This design comes from an exercise in tuning for small area and a short achievable clock period on the open sky130 flow, not from production work.
No run shown here included a check of the RTL's function; only the layout flow was run.
Power and IR drop assume default switching activity.

## flow/design.v (module list and top-level ports; edited modules follow where they fit)
// module mult_unsigned: 1620 lines
// module mult_pg: 4 lines
// module mult_xor2: 3 lines
// module mult_maj3: 3 lines
// module mult_fa: 4 lines
// module mult_ha: 4 lines
module mult_unsigned (
	input clk, rst,
	input [15:0] A,
	input [23:0] B,
	output [39:0] result
);
  // ...
==> flow/flow/run.sh <==
#!/bin/bash
# Layout flow: the standard synthesis unchanged, then the standard ORFS
# steps with plain buffers on the ports and the setup-repair target below.
set -euo pipefail
bash standard.sh synth > synth.log 2>&1
sed -e 's/SETUP_SLACK_MARGIN=[-0-9.]*/SETUP_SLACK_MARGIN=5.3/' standard.sh > layout.sh
export BUFFER_PORTS_ARGS="-buffer_cell sky130_fd_sc_hd__buf_1"

bash layout.sh finish > layout.log 2>&1
==> flow/standard.sh <==
#!/bin/bash
# synth_recipe.tcl (not shown) runs the flow's synth.tcl, then flattens the netlist and writes it again
# the make line also repeats each setting of config.mk as NAME=value (left out here)
make -C /OpenROAD-flow-scripts/flow DESIGN_CONFIG=/design/flow/config.mk WORK_HOME=/design/flow/orfs CLKGATE_MAP_FILE= SYNTH_SCRIPT=/design/flow/synth_recipe.tcl "${@:-finish}"
==> flow/config.mk <==
export PLATFORM = sky130hd
export DESIGN_NAME = mult_unsigned
export DESIGN_NICKNAME = mult_unsigned
export VERILOG_FILES = /design/flow/design.v
export SDC_FILE = /design/flow/constraint.sdc
export NUM_CORES = 4
export LEC_CHECK = 0
export CAP_MARGIN = 20
export CORE_MARGIN = 2
export CORE_UTILIZATION = 40
export CTS_CLUSTER_DIAMETER = 100
export CTS_CLUSTER_SIZE = 30
export SETUP_SLACK_MARGIN = 5
export SLEW_MARGIN = 20
export SYNTH_HIERARCHICAL = 1
export SYNTH_MINIMUM_KEEP_SIZE = 0
==> flow/constraint.sdc <==
create_clock -name core_clock -period 8.0 [get_ports {clk}]
set_input_delay 1.6000 -clock core_clock [delete_from_list [all_inputs] [get_ports {clk}]]
set_output_delay 1.6000 -clock core_clock [all_outputs]
set_load 0.01 [all_outputs]
==> results.toml, run 1 <==
[logic_synthesis]
synth_top_family_by_area = "adder cells"
synthAdderAreaFrac = 0.254
synth-compound-area-share = 0.122

[run_status]
status = "finished clean"

[global_route]
globalRouteMet2Util = 0.325

[layout]
seq_share = 0.278
final-instance-count-excl-fill = 1952
largest_register_ffs = 79
clk_share = 0.0191
final_cell_mix = "167 x xnor2_1, 155 x dfxtp_1, 102 x a22oi_2"
final_common_cell = "xnor2_1"

[worst_setup_path]
critPathBufInv = 1
critPathCaptureType = "flop"
rr_endpoint = "r3[31]$_DFF_P_"

[power_and_ir_drop]
pg_seq_uw = 1970
power_clock_uw = 717
switching_share = 0.382

[die]
core-area_um2 = 36700
initial_core_util = 0.407

[hold_path]
min_path_type = "reg -> reg"
hp-start = "r3[36]$_DFF_P_"

[clock_network]
cts_setup_buffers = 95
holdBufCountCts = 0

[placed_design]
postPlaceCellArea_um2 = 15700
placed_cells = 1784

[timing]
fin_tns_setup_ns = 0

[job]
drv_cap = 0

[route]
met1_length_um = 18100
==> inputs of run 2 (changes only) <==
--- a/flow/design.v
+++ b/flow/design.v
@@ -3,17 +3,19 @@
 	input [15:0] A,
 	input [23:0] B,
 	output [39:0] result
 );
 reg [23:0] rb;
 reg [7:0] r_one, r_two, r_neg;
 reg r_a15;
 reg [78:0] r2;
-reg [39:0] r3, r4, r5;
+reg [20:0] r3lo;
+reg [39:20] r3x, r3y;
+reg [39:0] r4, r5;
 reg [3:0] v;
 wire [16:0] ax = {A, 1'b0};
 wire [7:0] e_one, e_two, e_neg;
 genvar gi;
 generate for (gi = 0; gi < 8; gi = gi + 1) begin : enc
 	assign e_one[gi] = ax[2*gi+1] ^ ax[2*gi];
 	assign e_two[gi] = (ax[2*gi+2] & ~ax[2*gi+1] & ~ax[2*gi]) | (~ax[2*gi+2] & ax[2*gi+1] & ax[2*gi]);
 	assign e_neg[gi] = ax[2*gi+2];
@@ -696,142 +698,142 @@
 wire p676;
 wire g677;
 wire p678;
 wire g679;
 wire p680;
 wire g681;
 wire p682;
 wire g683;
-wire p684;
-wire g685;
-wire p686;
-wire g687;
-wire p688;
-wire g689;
-wire p690;
-wire g691;
-wire p692;
-wire g693;
-wire p694;
-wire g695;
-wire p696;
-wire g697;
-wire p698;
-wire g699;
-wire p700;
-wire g701;
-wire p702;
+wire g684;
+wire p685;
+wire g686;
+wire p687;
+wire g688;
+wire p689;
+wire g690;
+wire p691;
+wire g692;
+wire p693;
+wire g694;
+wire p695;
+wire g696;
+wire p697;
+wire g698;
+wire p699;
+wire g700;
+wire p701;
+wire g702;
 wire g703;
-wire p704;
-wire g705;
-wire p706;
-wire g707;
-wire p708;
-wire g709;
-wire p710;
-wire g711;
-wire p712;
-wire g713;
-wire p714;
-wire g715;
-wire p716;
-wire g717;
-wire p718;
-wire g719;
-wire p720;
+wire g704;
+wire p705;
+wire g706;
+wire p707;
+wire g708;
+wire p709;
+wire g710;
+wire p711;
+wire g712;
+wire p713;
+wire g714;
+wire p715;
+wire g716;
+wire p717;
+wire g718;
+wire p719;
+wire g720;
 wire g721;
 wire g722;
-wire p723;
+wire g723;
 wire g724;
 wire p725;
 wire g726;
 wire p727;
 wire g728;
 wire p729;
 wire g730;
 wire p731;
 wire g732;
 wire p733;
 wire g734;
-wire p735;
+wire g735;
 wire g736;
-wire p737;
+wire g737;
 wire g738;
-wire p739;
+wire g739;
 wire g740;
-wire p741;
+wire g741;
 wire g742;
-wire p743;
+wire g743;
 wire g744;
-wire p745;
+wire g745;
 wire g746;
-wire p747;
-wire g748;
-wire p749;
-wire g750;
-wire p751;
-wire g752;
-wire p753;
-wire g754;
-wire p755;
-wire g756;
-wire p757;
-wire g758;
-wire p759;
-wire g760;
+wire g747;
+wire p748;
+wire g749;
+wire p750;
+wire g751;
+wire p752;
+wire g753;
+wire p754;
+wire g755;
+wire p756;
+wire g757;
+wire p758;
+wire g759;
+wire p760;
 wire g761;
-wire g762;
-wire p763;
-wire g764;
-wire p765;
-wire g766;
-wire p767;
-wire g768;
-wire p769;
-wire g770;
-wire p771;
-wire g772;
-wire p773;
-wire g774;
-wire p775;
-wire g776;
-wire p777;
-wire g778;
-wire p779;
-wire g780;
-wire p781;
-wire g782;
-wire p783;
-wire g784;
-wire p785;
-wire g786;
-wire p787;
-wire g788;
-wire p789;
+wire p762;
+wire g763;
+wire p764;
+wire g765;
+wire p766;
+wire g767;
+wire p768;
+wire g769;
+wire p770;
+wire g771;
+wire p772;
+wire g773;
+wire p774;
+wire g775;
+wire p776;
+wire g777;
+wire p778;
+wire g779;
+wire p780;
+wire g781;
+wire p782;
+wire g783;
+wire p784;
+wire g785;
+wire p786;
+wire g787;
+wire p788;
+wire g789;
 wire g790;
 wire p791;
 wire g792;
 wire p793;
 wire g794;
 wire p795;
 wire g796;
 wire p797;
 wire g798;
-wire g799;
+wire p799;
 wire g800;
-wire g801;
+wire p801;
 wire g802;
 wire p803;
 wire g804;
 wire p805;
 wire g806;
 wire p807;
 wire g808;
-wire p809;
+wire g809;
 wire g810;
 wire p811;
 wire g812;
 wire p813;
 wire g814;
 wire p815;
 wire g816;
 wire p817;
@@ -839,71 +841,42 @@
 wire p819;
 wire g820;
 wire p821;
 wire g822;
 wire p823;
 wire g824;
 wire p825;
 wire g826;
-wire p827;
+wire g827;
 wire g828;
-wire p829;
+wire g829;
 wire g830;
 wire p831;
 wire g832;
 wire p833;
 wire g834;
-wire g835;
+wire p835;
 wire g836;
-wire g837;
+wire p837;
 wire g838;
-wire g839;
+wire p839;
 wire g840;
 wire g841;
 wire g842;
-wire p843;
+wire g843;
 wire g844;
-wire p845;
+wire g845;
 wire g846;
-wire p847;
+wire g847;
 wire g848;
-wire p849;
+wire g849;
 wire g850;
-wire p851;
+wire g851;
 wire g852;
-wire p853;
-wire g854;
-wire p855;
-wire g856;
-wire p857;
-wire g858;
-wire g859;
-wire g860;
-wire g861;
-wire g862;
-wire g863;
-wire g864;
-wire g865;
-wire g866;
-wire g867;
-wire g868;
-wire g869;
-wire g870;
-wire g871;
-wire g872;
-wire g873;
-wire g874;
-wire g875;
-wire g876;
-wire g877;
-wire g878;
-wire g879;
-wire g880;
-wire g881;
 assign pp1 = ((r_one[0] & rb[0])) ^ r_neg[0];
 assign pp2 = ((r_one[0] & rb[1]) | (r_two[0] & rb[0])) ^ r_neg[0];
 assign pp3 = ((r_one[0] & rb[2]) | (r_two[0] & rb[1])) ^ r_neg[0];
 assign pp4 = ((r_one[0] & rb[3]) | (r_two[0] & rb[2])) ^ r_neg[0];
 assign pp5 = ((r_one[0] & rb[4]) | (r_two[0] & rb[3])) ^ r_neg[0];
 assign pp6 = ((r_one[0] & rb[5]) | (r_two[0] & rb[4])) ^ r_neg[0];
 assign pp7 = ((r_one[0] & rb[6]) | (r_two[0] & rb[5])) ^ r_neg[0];
 assign pp8 = ((r_one[0] & rb[7]) | (r_two[0] & rb[6])) ^ r_neg[0];
@@ -1408,209 +1381,181 @@
 mult_pg u267 (.a(r2[23]), .b(r2[24]), .p(p666), .g(g665));
 mult_pg u268 (.a(r2[25]), .b(r2[26]), .p(p668), .g(g667));
 mult_pg u269 (.a(r2[27]), .b(r2[28]), .p(p670), .g(g669));
 mult_pg u270 (.a(r2[29]), .b(r2[30]), .p(p672), .g(g671));
 mult_pg u271 (.a(r2[31]), .b(r2[32]), .p(p674), .g(g673));
 mult_pg u272 (.a(r2[33]), .b(r2[34]), .p(p676), .g(g675));
 mult_pg u273 (.a(r2[35]), .b(r2[36]), .p(p678), .g(g677));
 mult_pg u274 (.a(r2[37]), .b(r2[38]), .p(p680), .g(g679));
-mult_pg u275 (.a(r2[39]), .b(r2[40]), .p(p682), .g(g681));
-mult_pg u276 (.a(r2[41]), .b(r2[42]), .p(p684), .g(g683));
-mult_pg u277 (.a(r2[43]), .b(r2[44]), .p(p686), .g(g685));
-mult_pg u278 (.a(r2[45]), .b(r2[46]), .p(p688), .g(g687));
-mult_pg u279 (.a(r2[47]), .b(r2[48]), .p(p690), .g(g689));
-mult_pg u280 (.a(r2[49]), .b(r2[50]), .p(p692), .g(g691));
-mult_pg u281 (.a(r2[51]), .b(r2[52]), .p(p694), .g(g693));
-mult_pg u282 (.a(r2[53]), .b(r2[54]), .p(p696), .g(g695));
-mult_pg u283 (.a(r2[55]), .b(r2[56]), .p(p698), .g(g697));
-mult_pg u284 (.a(r2[57]), .b(r2[58]), .p(p700), .g(g699));
-mult_pg u285 (.a(r2[59]), .b(r2[60]), .p(p702), .g(g701));
-mult_pg u286 (.a(r2[61]), .b(r2[62]), .p(p704), .g(g703));
-mult_pg u287 (.a(r2[63]), .b(r2[64]), .p(p706), .g(g705));
-mult_pg u288 (.a(r2[65]), .b(r2[66]), .p(p708), .g(g707));
-mult_pg u289 (.a(r2[67]), .b(r2[68]), .p(p710), .g(g709));
-mult_pg u290 (.a(r2[69]), .b(r2[70]), .p(p712), .g(g711));
-mult_pg u291 (.a(r2[71]), .b(r2[72]), .p(p714), .g(g713));
-mult_pg u292 (.a(r2[73]), .b(r2[74]), .p(p716), .g(g715));
-mult_pg u293 (.a(r2[75]), .b(r2[76]), .p(p718), .g(g717));
-mult_pg u294 (.a(r2[77]), .b(r2[78]), .p(p720), .g(g719));
-assign g721 = g643 | (p644 & g641);
-assign g722 = g647 | (p648 & g645);
-assign p723 = p648 & p646;
-assign g724 = g651 | (p652 & g649);
-assign p725 = p652 & p650;
-assign g726 = g655 | (p656 & g653);
-assign p727 = p656 & p654;
-assign g728 = g659 | (p660 & g657);
-assign p729 = p660 & p658;
-assign g730 = g663 | (p664 & g661);
-assign p731 = p664 & p662;
-assign g732 = g667 | (p668 & g665);
-assign p733 = p668 & p666;
-assign g734 = g671 | (p672 & g669);
-assign p735 = p672 & p670;
-assign g736 = g675 | (p676 & g673);
-assign p737 = p676 & p674;
-assign g738 = g679 | (p680 & g677);
-assign p739 = p680 & p678;
-assign g740 = g683 | (p684 & g681);
-assign p741 = p684 & p682;
-assign g742 = g687 | (p688 & g685);
-assign p743 = p688 & p686;
-assign g744 = g691 | (p692 & g689);
-assign p745 = p692 & p690;
-assign g746 = g695 | (p696 & g693);
-assign p747 = p696 & p694;
-assign g748 = g699 | (p700 & g697);
-assign p749 = p700 & p698;
-assign g750 = g703 | (p704 & g701);
-assign p751 = p704 & p702;
-assign g752 = g707 | (p708 & g705);
-assign p753 = p708 & p706;
-assign g754 = g711 | (p712 & g709);
-assign p755 = p712 & p710;
-assign g756 = g715 | (p716 & g713);
-assign p757 = p716 & p714;
-assign g758 = g719 | (p720 & g717);
-assign p759 = p720 & p718;
-assign g760 = g645 | (p646 & g721);
-assign g761 = g722 | (p723 & g721);
-assign g762 = g653 | (p654 & g724);
-assign p763 = p654 & p725;
-assign g764 = g726 | (p727 & g724);
-assign p765 = p727 & p725;
-assign g766 = g661 | (p662 & g728);
-assign p767 = p662 & p729;
-assign g768 = g730 | (p731 & g728);
-assign p769 = p731 & p729;
-assign g770 = g669 | (p670 & g732);
-assign p771 = p670 & p733;
-assign g772 = g734 | (p735 & g732);
-assign p773 = p735 & p733;
-assign g774 = g677 | (p678 & g736);
-assign p775 = p678 & p737;
-assign g776 = g738 | (p739 & g736);
-assign p777 = p739 & p737;
-assign g778 = g685 | (p686 & g740);
-assign p779 = p686 & p741;
-assign g780 = g742 | (p743 & g740);
-assign p781 = p743 & p741;
-assign g782 = g693 | (p694 & g744);
-assign p783 = p694 & p745;
-assign g784 = g746 | (p747 & g744);
-assign p785 = p747 & p745;
-assign g786 = g701 | (p702 & g748);
-assign p787 = p702 & p749;
-assign g788 = g750 | (p751 & g748);
-assign p789 = p751 & p749;
-assign g790 = g709 | (p710 & g752);
-assign p791 = p710 & p753;
-assign g792 = g754 | (p755 & g752);
-assign p793 = p755 & p753;
-assign g794 = g717 | (p718 & g756);
-assign p795 = p718 & p757;
-assign g796 = g758 | (p759 & g756);
-assign p797 = p759 & p757;
-assign g798 = g649 | (p650 & g761);
-assign g799 = g724 | (p725 & g761);
-assign g800 = g762 | (p763 & g761);
-assign g801 = g764 | (p765 & g761);
-assign g802 = g665 | (p666 & g768);
-assign p803 = p666 & p769;
-assign g804 = g732 | (p733 & g768);
-assign p805 = p733 & p769;
-assign g806 = g770 | (p771 & g768);
-assign p807 = p771 & p769;
-assign g808 = g772 | (p773 & g768);
-assign p809 = p773 & p769;
-assign g810 = g681 | (p682 & g776);
-assign p811 = p682 & p777;
-assign g812 = g740 | (p741 & g776);
-assign p813 = p741 & p777;
-assign g814 = g778 | (p779 & g776);
-assign p815 = p779 & p777;
-assign g816 = g780 | (p781 & g776);
-assign p817 = p781 & p777;
-assign g818 = g697 | (p698 & g784);
-assign p819 = p698 & p785;
-assign g820 = g748 | (p749 & g784);
-assign p821 = p749 & p785;
-assign g822 = g786 | (p787 & g784);
-assign p823 = p787 & p785;
-assign g824 = g788 | (p789 & g784);
-assign p825 = p789 & p785;
-assign g826 = g713 | (p714 & g792);
-assign p827 = p714 & p793;
-assign g828 = g756 | (p757 & g792);
-assign p829 = p757 & p793;
-assign g830 = g794 | (p795 & g792);
-assign p831 = p795 & p793;
-assign g832 = g796 | (p797 & g792);
-assign p833 = p797 & p793;
-assign g834 = g657 | (p658 & g801);
-assign g835 = g728 | (p729 & g801);
-assign g836 = g766 | (p767 & g801);
-assign g837 = g768 | (p769 & g801);
-assign g838 = g802 | (p803 & g801);
-assign g839 = g804 | (p805 & g801);
-assign g840 = g806 | (p807 & g801);
-assign g841 = g808 | (p809 & g801);
-assign g842 = g689 | (p690 & g816);
-assign p843 = p690 & p817;
-assign g844 = g744 | (p745 & g816);
-assign p845 = p745 & p817;
-assign g846 = g782 | (p783 & g816);
-assign p847 = p783 & p817;
-assign g848 = g784 | (p785 & g816);
-assign p849 = p785 & p817;
-assign g850 = g818 | (p819 & g816);
-assign p851 = p819 & p817;
-assign g852 = g820 | (p821 & g816);
-assign p853 = p821 & p817;
-assign g854 = g822 | (p823 & g816);
-assign p855 = p823 & p817;
-assign g856 = g824 | (p825 & g816);
-assign p857 = p825 & p817;
-assign g858 = g673 | (p674 & g841);
-assign g859 = g736 | (p737 & g841);
-assign g860 = g774 | (p775 & g841);
-assign g861 = g776 | (p777 & g841);
-assign g862 = g810 | (p811 & g841);
-assign g863 = g812 | (p813 & g841);
-assign g864 = g814 | (p815 & g841);
-assign g865 = g816 | (p817 & g841);
-assign g866 = g842 | (p843 & g841);
-assign g867 = g844 | (p845 & g841);
-assign g868 = g846 | (p847 & g841);
-assign g869 = g848 | (p849 & g841);
-assign g870 = g850 | (p851 & g841);
-assign g871 = g852 | (p853 & g841);
-assign g872 = g854 | (p855 & g841);
-assign g873 = g856 | (p857 & g841);
-assign g874 = g705 | (p706 & g873);
-assign g875 = g752 | (p753 & g873);
-assign g876 = g790 | (p791 & g873);
-assign g877 = g792 | (p793 & g873);
-assign g878 = g826 | (p827 & g873);
-assign g879 = g828 | (p829 & g873);
-assign g880 = g830 | (p831 & g873);
-assign g881 = g832 | (p833 & g873);
+mult_pg u275 (.a(1'b0), .b(1'b0), .p(p682), .g(g681));
+assign g683 = g643 | (p644 & g641);
+assign g684 = g647 | (p648 & g645);
+assign p685 = p648 & p646;
+assign g686 = g651 | (p652 & g649);
+assign p687 = p652 & p650;
+assign g688 = g655 | (p656 & g653);
+assign p689 = p656 & p654;
+assign g690 = g659 | (p660 & g657);
+assign p691 = p660 & p658;
+assign g692 = g663 | (p664 & g661);
+assign p693 = p664 & p662;
+assign g694 = g667 | (p668 & g665);
+assign p695 = p668 & p666;
+assign g696 = g671 | (p672 & g669);
+assign p697 = p672 & p670;
+assign g698 = g675 | (p676 & g673);
+assign p699 = p676 & p674;
+assign g700 = g679 | (p680 & g677);
+assign p701 = p680 & p678;
+assign g702 = g645 | (p646 & g683);
+assign g703 = g684 | (p685 & g683);
+assign g704 = g653 | (p654 & g686);
+assign p705 = p654 & p687;
+assign g706 = g688 | (p689 & g686);
+assign p707 = p689 & p687;
+assign g708 = g661 | (p662 & g690);
+assign p709 = p662 & p691;
+assign g710 = g692 | (p693 & g690);
+assign p711 = p693 & p691;
+assign g712 = g669 | (p670 & g694);
+assign p713 = p670 & p695;
+assign g714 = g696 | (p697 & g694);
+assign p715 = p697 & p695;
+assign g716 = g677 | (p678 & g698);
+assign p717 = p678 & p699;
+assign g718 = g700 | (p701 & g698);
+assign p719 = p701 & p699;
+assign g720 = g649 | (p650 & g703);
+assign g721 = g686 | (p687 & g703);
+assign g722 = g704 | (p705 & g703);
+assign g723 = g706 | (p707 & g703);
+assign g724 = g665 | (p666 & g710);
+assign p725 = p666 & p711;
+assign g726 = g694 | (p695 & g710);
+assign p727 = p695 & p711;
+assign g728 = g712 | (p713 & g710);
+assign p729 = p713 & p711;
+assign g730 = g714 | (p715 & g710);
+assign p731 = p715 & p711;
+assign g732 = g681 | (p682 & g718);
+assign p733 = p682 & p719;
+assign g734 = g657 | (p658 & g723);
+assign g735 = g690 | (p691 & g723);
+assign g736 = g708 | (p709 & g723);
+assign g737 = g710 | (p711 & g723);
+assign g738 = g724 | (p725 & g723);
+assign g739 = g726 | (p727 & g723);
+assign g740 = g728 | (p729 & g723);
+assign g741 = g730 | (p731 & g723);
+assign g742 = g673 | (p674 & g741);
+assign g743 = g698 | (p699 & g741);
+assign g744 = g716 | (p717 & g741);
+assign g745 = g718 | (p719 & g741);
+assign g746 = g732 | (p733 & g741);
+mult_pg u276 (.a(r3lo[20]), .b(r3lo[20]), .p(p748), .g(g747));
+mult_pg u277 (.a(r3x[20]), .b(r3y[20]), .p(p750), .g(g749));
+mult_pg u278 (.a(r3x[21]), .b(r3y[21]), .p(p752), .g(g751));
+mult_pg u279 (.a(r3x[22]), .b(r3y[22]), .p(p754), .g(g753));
+mult_pg u280 (.a(r3x[23]), .b(r3y[23]), .p(p756), .g(g755));
+mult_pg u281 (.a(r3x[24]), .b(r3y[24]), .p(p758), .g(g757));
+mult_pg u282 (.a(r3x[25]), .b(r3y[25]), .p(p760), .g(g759));
+mult_pg u283 (.a(r3x[26]), .b(r3y[26]), .p(p762), .g(g761));
+mult_pg u284 (.a(r3x[27]), .b(r3y[27]), .p(p764), .g(g763));
+mult_pg u285 (.a(r3x[28]), .b(r3y[28]), .p(p766), .g(g765));
+mult_pg u286 (.a(r3x[29]), .b(r3y[29]), .p(p768), .g(g767));
+mult_pg u287 (.a(r3x[30]), .b(r3y[30]), .p(p770), .g(g769));
+mult_pg u288 (.a(r3x[31]), .b(r3y[31]), .p(p772), .g(g771));
+mult_pg u289 (.a(r3x[32]), .b(r3y[32]), .p(p774), .g(g773));
+mult_pg u290 (.a(r3x[33]), .b(r3y[33]), .p(p776), .g(g775));
+mult_pg u291 (.a(r3x[34]), .b(r3y[34]), .p(p778), .g(g777));
+mult_pg u292 (.a(r3x[35]), .b(r3y[35]), .p(p780), .g(g779));
+mult_pg u293 (.a(r3x[36]), .b(r3y[36]), .p(p782), .g(g781));
+mult_pg u294 (.a(r3x[37]), .b(r3y[37]), .p(p784), .g(g783));
+mult_pg u295 (.a(r3x[38]), .b(r3y[38]), .p(p786), .g(g785));
+mult_pg u296 (.a(r3x[39]), .b(r3y[39]), .p(p788), .g(g787));
+assign g789 = g749 | (p750 & g747);
+assign g790 = g753 | (p754 & g751);
+assign p791 = p754 & p752;
+assign g792 = g757 | (p758 & g755);
+assign p793 = p758 & p756;
+assign g794 = g761 | (p762 & g759);
+assign p795 = p762 & p760;
+assign g796 = g765 | (p766 & g763);
+assign p797 = p766 & p764;
+assign g798 = g769 | (p770 & g767);
+assign p799 = p770 & p768;
+assign g800 = g773 | (p774 & g771);
+assign p801 = p774 & p772;
+assign g802 = g777 | (p778 & g775);
+assign p803 = p778 & p776;
+assign g804 = g781 | (p782 & g779);
+assign p805 = p782 & p780;
+assign g806 = g785 | (p786 & g783);
+assign p807 = p786 & p784;
+assign g808 = g751 | (p752 & g789);
+assign g809 = g790 | (p791 & g789);
+assign g810 = g759 | (p760 & g792);
+assign p811 = p760 & p793;
+assign g812 = g794 | (p795 & g792);
+assign p813 = p795 & p793;
+assign g814 = g767 | (p768 & g796);
+assign p815 = p768 & p797;
+assign g816 = g798 | (p799 & g796);
+assign p817 = p799 & p797;
+assign g818 = g775 | (p776 & g800);
+assign p819 = p776 & p801;
+assign g820 = g802 | (p803 & g800);
+assign p821 = p803 & p801;
+assign g822 = g783 | (p784 & g804);
+assign p823 = p784 & p805;
+assign g824 = g806 | (p807 & g804);
+assign p825 = p807 & p805;
+assign g826 = g755 | (p756 & g809);
+assign g827 = g792 | (p793 & g809);
+assign g828 = g810 | (p811 & g809);
+assign g829 = g812 | (p813 & g809);
+assign g830 = g771 | (p772 & g816);
+assign p831 = p772 & p817;
+assign g832 = g800 | (p801 & g816);
+assign p833 = p801 & p817;
+assign g834 = g818 | (p819 & g816);
+assign p835 = p819 & p817;
+assign g836 = g820 | (p821 & g816);
+assign p837 = p821 & p817;
+assign g838 = g787 | (p788 & g824);
+assign p839 = p788 & p825;
+assign g840 = g763 | (p764 & g829);
+assign g841 = g796 | (p797 & g829);
+assign g842 = g814 | (p815 & g829);
+assign g843 = g816 | (p817 & g829);
+assign g844 = g830 | (p831 & g829);
+assign g845 = g832 | (p833 & g829);
+assign g846 = g834 | (p835 & g829);
+assign g847 = g836 | (p837 & g829);
+assign g848 = g779 | (p780 & g847);
+assign g849 = g804 | (p805 & g847);
+assign g850 = g822 | (p823 & g847);
+assign g851 = g824 | (p825 & g847);
+assign g852 = g838 | (p839 & g847);
 wire [39:0] sx = {r2[77], r2[75], r2[73], r2[71], r2[69], r2[67], r2[65], r2[63], r2[61], r2[59], r2[57], r2[55], r2[53], r2[51], r2[49], r2[47], r2[45], r2[43], r2[41], r2[39], r2[37], r2[35], r2[33], r2[31], r2[29], r2[27], r2[25], r2[23], r2[21], r2[19], r2[17], r2[15], r2[13], r2[11], r2[9], r2[7], r2[5], r2[3], r2[2], r2[0]};
 wire [39:0] sy = {r2[78], r2[76], r2[74], r2[72], r2[70], r2[68], r2[66], r2[64], r2[62], r2[60], r2[58], r2[56], r2[54], r2[52], r2[50], r2[48], r2[46], r2[44], r2[42], r2[40], r2[38], r2[36], r2[34], r2[32], r2[30], r2[28], r2[26], r2[24], r2[22], r2[20], r2[18], r2[16], r2[14], r2[12], r2[10], r2[8], r2[6], r2[4], 1'b0, r2[1]};
-wire [39:0] prod = {(p720 ^ g880), (p718 ^ g879), (p716 ^ g878), (p714 ^ g877), (p712 ^ g876), (p710 ^ g875), (p708 ^ g874), (p706 ^ g873), (p704 ^ g872), (p702 ^ g871), (p700 ^ g870), (p698 ^ g869), (p696 ^ g868), (p694 ^ g867), (p692 ^ g866), (p690 ^ g865), (p688 ^ g864), (p686 ^ g863), (p684 ^ g862), (p682 ^ g861), (p680 ^ g860), (p678 ^ g859), (p676 ^ g858), (p674 ^ g841), (p672 ^ g840), (p670 ^ g839), (p668 ^ g838), (p666 ^ g837), (p664 ^ g836), (p662 ^ g835), (p660 ^ g834), (p658 ^ g801), (p656 ^ g800), (p654 ^ g799), (p652 ^ g798), (p650 ^ g761), (p648 ^ g760), (p646 ^ g721), (p644 ^ g641), p642};
+wire [20:0] sum_lo = {(p682 ^ g745), (p680 ^ g744), (p678 ^ g743), (p676 ^ g742), (p674 ^ g741), (p672 ^ g740), (p670 ^ g739), (p668 ^ g738), (p666 ^ g737), (p664 ^ g736), (p662 ^ g735), (p660 ^ g734), (p658 ^ g723), (p656 ^ g722), (p654 ^ g721), (p652 ^ g720), (p650 ^ g703), (p648 ^ g702), (p646 ^ g683), (p644 ^ g641), p642};
+wire [39:20] sum_hi = {(p788 ^ g851), (p786 ^ g850), (p784 ^ g849), (p782 ^ g848), (p780 ^ g847), (p778 ^ g846), (p776 ^ g845), (p774 ^ g844), (p772 ^ g843), (p770 ^ g842), (p768 ^ g841), (p766 ^ g840), (p764 ^ g829), (p762 ^ g828), (p760 ^ g827), (p758 ^ g826), (p756 ^ g809), (p754 ^ g808), (p752 ^ g789), (p750 ^ g747)};
 always @(posedge clk) begin
 	rb <= B;
 	r_one <= e_one;
 	r_two <= e_two;
 	r_neg <= e_neg;
 	r_a15 <= A[15];
 	r2 <= {s638, c636, s635, c633, s632, c630, s629, c627, s626, c624, s623, c621, s620, c618, s617, c615, s614, c612, s611, c609, s608, c606, s605, c603, s602, c600, s599, c597, s596, c594, s593, c591, s590, c588, s587, c585, s584, c582, s581, c579, s578, c576, s575, c573, s572, c570, s569, c567, s566, c564, s563, c561, s560, c558, s557, c555, s554, c552, s551, c549, s548, c546, s545, c543, s542, c540, s539, c537, s536, c534, s533, c532, s531, c530, s529, pp27, pp2, pp1, r_neg[0]};
-	r3 <= prod;
-	r4 <= r3;
+	r3lo <= sum_lo;
+	r3x <= sx[39:20];
+	r3y <= sy[39:20];
+	r4 <= {sum_hi, r3lo[19:0]};
 end
 always @(posedge clk or posedge rst) begin
 	if (rst) begin
 		v <= 4'b0;
 		r5 <= 40'b0;
 	end else begin
 		v <= {v[2:0], 1'b1};
 		r5 <= r4 & {40{v[3]}};
==> run 2 against run 1 <==
First-iteration DRC count is 4.7% lower. Clock skew is 0.0011 ns higher. Global-route usage is 1.6 points lower. Sequential share of layout area is 2.8 points higher. Highest routed layer is now met5. Wire length is 6.6% lower. Register-to-register slack better by 0.22 ns. Count of clock-buffer cells in the layout stayed put. Core utilization is 2.6 points lower. Critical endpoint is now r2[47]$_DFF_P_. Synthesized area is 2.5% higher. Clock power is 16% higher. Synthesized cell count is 0.23% higher. Setup slack better by 0.22 ns.
==> results.toml, run 2 <==
[run_status]
status = "finished clean"

[timing]
finalSetupViolations = 0
worstMarginPinSlew_ns = 0.641
rsz0062_at_grt = "yes"
fmax_mhz = 358
finClkSkew_ns = 0.0203
hold_violations = 0
setup_ws_ns = 5.21
period_share = 0.349
layout_min_cycle_time_ns = 2.79
slew_viol_final = 0
timing.hold.ws_ns = 0.331
relSlewSlack = 0.573
fin_tns_setup_ns = 0

[worst_setup_path]
r2r_cells = 7
cp.arrival_ns = 3.21
regToRegStartpoint = "r_one[5]$_DFF_P_"
critPathLaunchType = "flop"
path_class = "reg -> reg"
critPathRequiredTime_ns = 8.42
critPathCaptureType = "flop"
startpoint = "r_one[5]$_DFF_P_"
rr_endpoint = "r2[47]$_DFF_P_"
reg2reg_slack_ns = 5.21
endpoint = "r2[47]$_DFF_P_"
path_max_fanout = 7

[logic_synthesis]
synthDominantCellAreaShare = 0.298
yosysSeqAreaShare = 0.370
synthAdderAreaFrac = 0.252
ys_top_cells_by_count = "228 x dfxtp_1, 220 x xnor2_1, 184 x a22oi_1, 132 x fa_1, 96 x clkbuf_1"
synth_xor_area_frac = 0.176
yosysUniqueCellTypes = 36
ys.flop_type = "dfxtp_1"
synth_top_family_by_area = "adder cells"
synth_seq_cells = 272
netlist_instances = 1334
yosys.area.top_type = "dfxtp_1"
ys_warn_count = 7
yosysMostFrequentCell = "dfxtp_1"
synth_edf_count = 0
syn_area_um2 = 15300
synth-compound-area-share = 0.116
synth.area.mux_share = 0
yosys.area_share.simple = 0.0514
syn_avg_cell_area_um2 = 11.5
async_flop_share = 0.162
synth_area_leaders = "dfxtp_1 30%, fa_1 17%, xnor2_1 13%, a22oi_1 9.0%, dfrtp_1 7.2%"

[global_route]
overflow = 0
globalRouteMet2Util = 0.304
grt_usage = 0.194
grt_max_degree = 45
antenna_found_initial = 0
met3_usage = 0.0459
grt_util_met1 = 0.272
grt_pass1_vias = 10600
top_usage_layer = "met2"
grt_pass1_wl_um = 59600

[layout]
final_common_cell = "xnor2_1"
top_register = "r2"
area_growth_pct = 24.1
n_antenna_cell = 0
largest_register_ffs = 79
nNetsFinal = 1687
top_regs = "r2 (79), r4 (40), r5 (40)"
final_cell_mix = "187 x xnor2_1, 184 x dfxtp_1, 107 x a22oi_1"
final_util = 0.504
drive_gt1_frac = 0.291

[clock_network]
clk_pin_slew_ns = 0.11
cts_root_buf = "clkbuf_16"
clock_latency_ns = 0.52
clock-sinks = 272
clockBufferDepth = 3
htreeDepth = 1
numCtsBuffers = 14
cts_tree = "built"

[placed_design]
gp_congestion = 0.837
place_hpwl_um = 22900
port_buffers = 81
preCtsSetupSlack_ns = 4.57

[route]
drc_errors = 0
vias = 10400
dr.first_iter.drc_count = 1023
wl_um = 40300
viasPerCell = 5.30
antenna_left = 0
drtPass1Iterations = 5
wl_per_cell_um = 20.5

[power_and_ir_drop]
p_per_area_nw_per_um2 = 343
ir_worst_vdd_mv = 0.155
power_leakage_uw = 0.00740

[job]
drv_cap = 0

[hold_path]
min_path_type = "reg -> reg"

[die]
die_h_um = 200
io_pins = 82
die_area_um2 = 39800
initial_core_util = 0.406
die_w_um = 200
row_count = 71
core-area_um2 = 37700
-- run 2: per-stage QoR --
step	area, um2	cells	total power [uW]
floorplan	15900	1336	4680
global placement	16200	1836	5290
detailed placement	16200	1836	5340
CTS	17900	1922	6360
global route	19000	1966	7060
finish	19000	1966	6520
-- run 2: worst min path at each step --
stage | cells after the start | slack [ns] | to | start
detailed placement | 0 | 0.31 | r4[9]$_DFF_P_ | r3lo[9]$_DFF_P_
floorplan | 0 | 0.31 | r3x[20]$_DFF_P_ | r2[39]$_DFF_P_
finish | 0 | 0.33 | r4[7]$_DFF_P_ | r3lo[7]$_DFF_P_
CTS | 0 | 0.33 | r3y[27]$_DFF_P_ | r2[54]$_DFF_P_
global placement | 0 | 0.31 | r4[10]$_DFF_P_ | r3lo[10]$_DFF_P_
global route | 0 | 0.34 | r4[7]$_DFF_P_ | r3lo[7]$_DFF_P_
-- run 2: report_power, final --
part | total (uW) | leakage, uW | switching (uW) | internal (uW)
sequential | 2110 | 0.00250 | 173 | 1940
combinational | 3570 | 0.00468 | 1740 | 1830
clock | 834 | 0.000224 | 472 | 362
total | 6520 | 0.00740 | 2390 | 4130
-- run 2: logic make-up (layout without fill, tap and decap cells) --
family                     after synthesis  in the layout
AOI/OAI and AO/OA                      241            241
other                                    2              4
adders and majority gates              233            233
and+or+nand+nor                        143            143
DFF                                    272            272
buffers and inverters                  136            255
xor gates and xnor gates               307            307
-- run 2: worst max-delay path, cell delays in order, from the launching register on --
cell and delay (ns):
dfxtp_4 0.41, buf_12 0.15, a22oi_1 0.22, xnor2_1 0.13, fa_2 0.42, fa_2 0.56
fa_2 0.47, maj3_2 0.32
-- run 2: layout make-up --
type | instances | area (um2)
Timing Repair Buffer | 206 | 2030
Sequential cell | 272 | 5810
Fill cell | 3374 | 18700
Tap cell | 511 | 639
Clock inverter | 7 | 70.1
Inverter | 25 | 93.8
Multi-Input combinational cell | 928 | 9960
Clock buffer | 17 | 383
-- run 2: per-module statistics from Yosys, one instance, submodules excluded --
| module | flops+latches | area [um2] |
|---|---|---|
| mult_fa | 0 | 20.0 |
| mult_xor2 | 0 | 8.76 |
| mult_pg | 0 | 12.5 |
| mult_ha | 0 | 12.5 |
| mult_maj3 | 0 | 11.3 |
| mult_unsigned | 272 | 10900 |
-- run 2: timing repair --
| action | 4_1_cts | 5_1_grt |
|---|---|---|
| resized for setup | 147 | 114 |
| cloned | 4 | 11 |
| endpoints found under the setup margin | 55 | 51 |
| pin swaps | 49 | 75 |
| hold buffers | 0 | 0 |
| buffers inserted | 58 | 33 |
-- run 2: metal layers --
metal | vias to the layer above | share of wire
met1 | 5134 | 0.43
li1 | 4692 | -
met3 | 89 | 0.097
met4 | 2 | 0.028
met5 | - | 0.0014
met2 | 510 | 0.45

==> static timing again, ports no longer ideal <==
The results above use ideal ports. As a check the final layouts listed here were re-extracted and re-timed, cells and wires unchanged.
Step 1, drivers: a clkbuf_16 drives clk and a buf_2 each remaining input, both assumed.
Step 2 moves the port delays by t, midway between the first and last clock arrival at a register: inputs arrive t later, outputs are due t later. That takes back most of the time a late clock gives input paths.
a / b / c = ideal / step 1 / step 2; a / b = the first two.
run | t (ns) | setup slack, ns | clock arrival spread, ns | worst register clock-pin slew, ns
run 1 | 0.544 | 4.988 / 4.988 / 4.988 | 0.020 / 0.020 | 0.11 / 0.11
run 2 | 0.563 | 5.207 / 5.207 / 5.207 | 0.020 / 0.020 | 0.11 / 0.11
After both steps setup and hold are still met in every run listed.
